This design comes from an exercise in tuning for small area on the open sky130 flow, not from production work. Function was checked by simulation only, so behaviour that the tests miss may differ from the original. Power and IR drop assume default switching activity.

==> build 49 <==
// inv_kin
module inv_kin(x, y, theta1, theta2, clock, rst);
  input  [31:0] x, y;
  output [31:0] theta1, theta2;
  input  clock;
  input  rst;
  localparam FA = 8;                        
  localparam [33:0] K265  = 34'd265 << 15;  
  localparam [33:0] K11   = 34'd11 << 15;
  localparam [33:0] MAGIC = 34'd4067204 << 8;    
  localparam [33:0] KAC1  = 34'd13177048;   
  localparam [33:0] KAC2  = 34'd13176792;   
  localparam [7:0] T_X2   = 8'd1;     
  localparam [7:0] T_SX   = 8'd17;
  localparam [7:0] T_Y2   = 8'd18;    
  localparam [7:0] T_SUM  = 8'd34;
  localparam [7:0] T_SUBK = 8'd35;
  localparam [7:0] T_ABSM = 8'd36;
  localparam [7:0] T_MG   = 8'd37;    
  localparam [7:0] T_E1   = 8'd48;    
  localparam [7:0] T_AC   = 8'd63;
  localparam [7:0] T_E2   = 8'd64;    
  localparam [7:0] T_S12  = 8'd84;    
  localparam [7:0] T_PX   = 8'd87;    
  localparam [7:0] T_E3   = 8'd103;   
  localparam [7:0] T_P1   = 8'd123;   
  localparam [7:0] T_PY   = 8'd126;   
  localparam [7:0] T_N    = 8'd142;   
  localparam [7:0] T_DIV  = 8'd144;   
  localparam [7:0] T_E4   = 8'd183;   
  localparam [7:0] T_END  = 8'd198;
  reg [31:0] xd, yd;
  reg [7:0]  t;
  reg [33:0] acc;
  ...
export LEC_CHECK = 0
export ABC_AREA = 1
export CAP_MARGIN = 20
export CORE_MARGIN = 2
export CORE_UTILIZATION = 22
export CTS_BUF_LIST = sky130_fd_sc_hd__clkbuf_16
export CTS_CLUSTER_DIAMETER = 100
export CTS_CLUSTER_SIZE = 16
export SLEW_MARGIN = 20
export SYNTH_MEMORY_MAX_BITS = 131072
create_clock -name core_clock -period 20.0 [get_ports {clock}]
standard.sh (not shown) runs the stock make flow with config.mk's settings and CLKGATE_MAP_FILE= SYNTH_SCRIPT=/design/flow/synth_recipe.tcl, a recipe that flattens the netlist after the stock synthesis.
==> flow/flow/run.sh <==
#!/bin/bash
# Own layout flow: the standard flow, except that synthesis maps the logic with an
# area-only ABC script (flow/abc_area.script) and the port buffers are buf_1 cells.
set -euo pipefail
here=$(pwd)
rm -rf scripts_own
cp -r "$FLOW_HOME/scripts" scripts_own
cp flow/abc_area.script scripts_own/abc_area.script
bash standard.sh SCRIPTS_DIR="$here/scripts_own" synth > synth.log 2>&1
bash standard.sh "BUFFER_PORTS_ARGS=-buffer_cell sky130_fd_sc_hd__buf_1" finish > layout.log 2>&1
==> flow/flow/abc_area.script <==
strash
dch -f
amap -F 4 -A 4
strash
dc2
dch -f
amap -F 4 -A 4
strash
dc2
dch -f
amap -F 4 -A 4
strash
dch -f
amap -F 4 -A 4
topo
==> inputs of build 60, as changes to build 49 <==
--- a/flow/design.v
+++ b/flow/design.v
@@ -371,13 +371,13 @@
   wire [30:0] e16 = {acc[13:0], mq[31:15]};
   localparam A_ACC = 3'd0, A_ZERO = 3'd1, A_ACC31 = 3'd2, A_E16 = 3'd3,
              A_TDIV = 3'd4, A_KAC1 = 3'd5, A_KAC2 = 3'd6, A_K11 = 3'd7;
   localparam X_ZERO = 4'd0, X_X = 4'd1, X_Y = 4'd2, X_MAGIC = 4'd3, X_ROM = 4'd4,
              X_MQ = 4'd5, X_MQM = 4'd6, X_PY = 4'd7, X_S = 4'd8, X_ACC = 4'd9,
              X_ACCM = 4'd10, X_K265 = 4'd11;
-  localparam C_HOLD = 3'd0, C_SUM = 3'd1, C_BOOTH = 3'd2, C_DIV = 3'd3, C_CLR = 3'd4;
+  localparam C_HOLD = 3'd0, C_SUM = 3'd1, C_BOOTH = 3'd2, C_CLR = 3'd4;
   localparam M_HOLD = 3'd0, M_BOOTH = 3'd1, M_SUM = 3'd2, M_SUM10 = 3'd3, M_ACC = 3'd4, M_SHL = 3'd5;
   reg [2:0] a_sel;
   reg [3:0] x_sel;
   reg       two_c, inv_c;      
   reg       booth;             
   reg       use_r;             
@@ -502,13 +502,13 @@
         if (same) begin a_sel = A_ACC31; x_sel = X_ZERO; end
         else if (acc[33]) begin a_sel = A_ZERO; x_sel = X_ACC; inv_c = 1'b1; end
         else begin a_sel = A_ACC; x_sel = X_ZERO; end
         mq_op = M_SUM; acc_op = C_CLR;
       end
       P_DIV: begin
-        a_sel = A_TDIV; x_sel = X_S; inv_c = 1'b1; acc_op = C_DIV; mq_op = M_SHL; div_step = 1'b1;
+        a_sel = A_TDIV; x_sel = X_S; inv_c = ~acc[33]; mq_op = M_SHL; div_step = 1'b1;
       end
       default: ;
     endcase
   end
   wire [33:0] rom_d;
   wire [6:0]  rom_r;
@@ -577,13 +577,12 @@
     xd <= x;
     yd <= y;
     if (rst | chg) t <= 8'd0;
     else if (t != T_END) t <= t + 8'd1;
     case (acc_op)
       C_BOOTH: acc <= {{2{sum[33]}}, sum[33:2]};
-      C_DIV:   acc <= qbit ? sum : av;
       C_CLR:   acc <= 34'd0;
       default: acc <= sum;
     endcase
     case (mq_op)
       M_BOOTH: mq <= {sum[1:0], mq[31:2]};
       M_SUM:   mq <= sum[31:0];
==> inputs of build 91, as changes to build 49 <==
--- a/flow/design.v
+++ b/flow/design.v
@@ -371,13 +371,13 @@
   wire [30:0] e16 = {acc[13:0], mq[31:15]};
   localparam A_ACC = 3'd0, A_ZERO = 3'd1, A_ACC31 = 3'd2, A_E16 = 3'd3,
              A_TDIV = 3'd4, A_KAC1 = 3'd5, A_KAC2 = 3'd6, A_K11 = 3'd7;
   localparam X_ZERO = 4'd0, X_X = 4'd1, X_Y = 4'd2, X_MAGIC = 4'd3, X_ROM = 4'd4,
              X_MQ = 4'd5, X_MQM = 4'd6, X_PY = 4'd7, X_S = 4'd8, X_ACC = 4'd9,
              X_ACCM = 4'd10, X_K265 = 4'd11;
-  localparam C_HOLD = 3'd0, C_SUM = 3'd1, C_BOOTH = 3'd2, C_DIV = 3'd3, C_CLR = 3'd4;
+  localparam C_HOLD = 3'd0, C_SUM = 3'd1, C_BOOTH = 3'd2, C_CLR = 3'd4;
   localparam M_HOLD = 3'd0, M_BOOTH = 3'd1, M_SUM = 3'd2, M_SUM10 = 3'd3, M_ACC = 3'd4, M_SHL = 3'd5;
   reg [2:0] a_sel;
   reg [3:0] x_sel;
   reg       two_c, inv_c;      
   reg       booth;             
   reg       use_r;             
@@ -502,13 +502,13 @@
         if (same) begin a_sel = A_ACC31; x_sel = X_ZERO; end
         else if (acc[33]) begin a_sel = A_ZERO; x_sel = X_ACC; inv_c = 1'b1; end
         else begin a_sel = A_ACC; x_sel = X_ZERO; end
         mq_op = M_SUM; acc_op = C_CLR;
       end
       P_DIV: begin
-        a_sel = A_TDIV; x_sel = X_S; inv_c = 1'b1; acc_op = C_DIV; mq_op = M_SHL; div_step = 1'b1;
+        a_sel = A_TDIV; x_sel = X_S; inv_c = ~acc[33]; mq_op = M_SHL; div_step = 1'b1;
       end
       default: ;
     endcase
   end
   wire [33:0] rom_d;
   wire [6:0]  rom_r;
@@ -577,13 +577,12 @@
     xd <= x;
     yd <= y;
     if (rst | chg) t <= 8'd0;
     else if (t != T_END) t <= t + 8'd1;
     case (acc_op)
       C_BOOTH: acc <= {{2{sum[33]}}, sum[33:2]};
-      C_DIV:   acc <= qbit ? sum : av;
       C_CLR:   acc <= 34'd0;
       default: acc <= sum;
     endcase
     case (mq_op)
       M_BOOTH: mq <= {sum[1:0], mq[31:2]};
       M_SUM:   mq <= sum[31:0];
==> flow/flow/run.sh (replaced) <==
#!/bin/bash
# Own layout flow: the standard flow, except that
#  - synthesis maps the logic with an area-only ABC script (flow/abc_area.script),
#  - the port buffers are buf_1 cells,
#  - clock tree synthesis adds no dummy loads,
#  - timing-driven global placement does not reweight nets.
set -euo pipefail
here=$(pwd)
rm -rf scripts_own
cp -r "$FLOW_HOME/scripts" scripts_own
cp flow/abc_area.script scripts_own/abc_area.script
bash standard.sh SCRIPTS_DIR="$here/scripts_own" synth > synth.log 2>&1
bash standard.sh "BUFFER_PORTS_ARGS=-buffer_cell sky130_fd_sc_hd__buf_1" \
  "CTS_ARGS=-sink_clustering_enable -repair_clock_nets -sink_clustering_size 16 -sink_clustering_max_diameter 100 -buf_list sky130_fd_sc_hd__clkbuf_16 -dont_use_dummy_load" \
  "GLOBAL_PLACEMENT_ARGS=-timing_driven_nets_percentage 0" \
  finish > layout.log 2>&1
==> notes <==
- In sequential power, build 60 and build 91 hardly differ.
- Against build 91, the critical path depth of build 49 is higher by 7.
- Between build 91 and build 49, the lower synthesized area is in build 91 (gap about 1.2%, measured against build 49).
- Clock-buffer cell count is the same in build 60 and build 91.
- The highest power belongs to build 49, the lowest to build 91.
- Clock skew: build 49 is higher than build 60 (0.013 ns).
- The lowest maximum frequency belongs to build 49, the highest to build 60.
- Design area: build 91 < build 60 < build 49.
- Of build 49 and build 60, build 49 has the higher synthesized cell count (gap 1.5%, measured against build 60).
- Against build 60, the clock power of build 91 is lower by about 4%.
- Build 60 finished with timing, DRC and antenna clean. Build 49 completed with no timing, DRC or antenna violations. Build 91 passed the timing, design-rule and antenna checks.
==> figures <==
|  | build 49 | build 60 | build 91 |
|---|---|---|---|
| Sequential share of cell area | 30.7% | 31.8% | 32.1% |
| Total area of multi-input combinational cells | 9500 um2 | 9210 um2 | 9320 um2 |
| Switch share | 25.9% | 25.5% | 24.8% |
| Portion of total power attributed to the clock network | 37.1% | 36.9% | 35.9% |
| Worst hold slack | 0.481 ns | 0.490 ns | 0.483 ns |
| Run status | no timing/DRC/antenna violations | no timing/DRC/antenna violations | no timing/DRC/antenna violations |
| Area of all placed cells without fillers | 19600 um2 | 18900 um2 | 18700 um2 |
| Power dissipated in sequential cells | 534 uW | 535 uW | 534 uW |
| GR met1 Demand/Resource | 30.4% | 31.5% | 30.9% |
| Initial cell density of the core | 22.3% | 22.2% | 22.2% |
| Number of library cell types mapped by synthesis | 52 | 56 | 56 |
| Power per Cell Area | 48.8 nW/um2 | 50.1 nW/um2 | 49.8 nW/um2 |
| Area of all sequential standard cells | 6010 um2 | 6010 um2 | 6010 um2 |
| Pin slew with the least headroom to its limit | 1.21 ns | 1.15 ns | 1.27 ns |
| Peak supply drop | 0.0443 mV | 0.0520 mV | 0.0628 mV |
| Via count of the first global-routing pass | 18.2k | 17.8k | 17.5k |
| Post-route insts no fill | 3177 | 3120 | 3076 |
| M1 WL | 35.2 mm | 37.0 mm | 34.9 mm |
| Die boundary height | 276 um | 275 um | 275 um |
| Area of the mapped netlist | 16300 um2 | 16100 um2 | 16100 um2 |
| Signal buffers share of area | 6.60% | 5.78% | 4.51% |

==> static timing again, ports no longer ideal <==
No port has a modelled driver above. Below, the same layouts with a new extraction and two added sets of constraints. Step 1: set_driving_cell puts a clkbuf_16 on clock and a buf_2 on each other input, an assumption about the parent block. Step 2 moves the port delays by t, midway between the first and last clock arrival at a register: inputs arrive t later, outputs are due t later. That takes back most of the time a late clock gives input paths. Slacks: no drivers / after step 1 / after step 2; pairs: no drivers / after step 1.
| run | t (ns) | slack for setup (ns) | worst data-port slew with drivers (ns) |
|---|---|---|---|
| build 49 | 0.572 | 0.635 / 0.635 / 0.635 | 0.15 |
| build 60 | 0.575 | 1.174 / 1.174 / 1.174 | 0.07 |
| build 91 | 0.556 | 0.959 / 0.959 / 0.959 | 0.18 |
After both steps setup and hold are still met in every run listed.
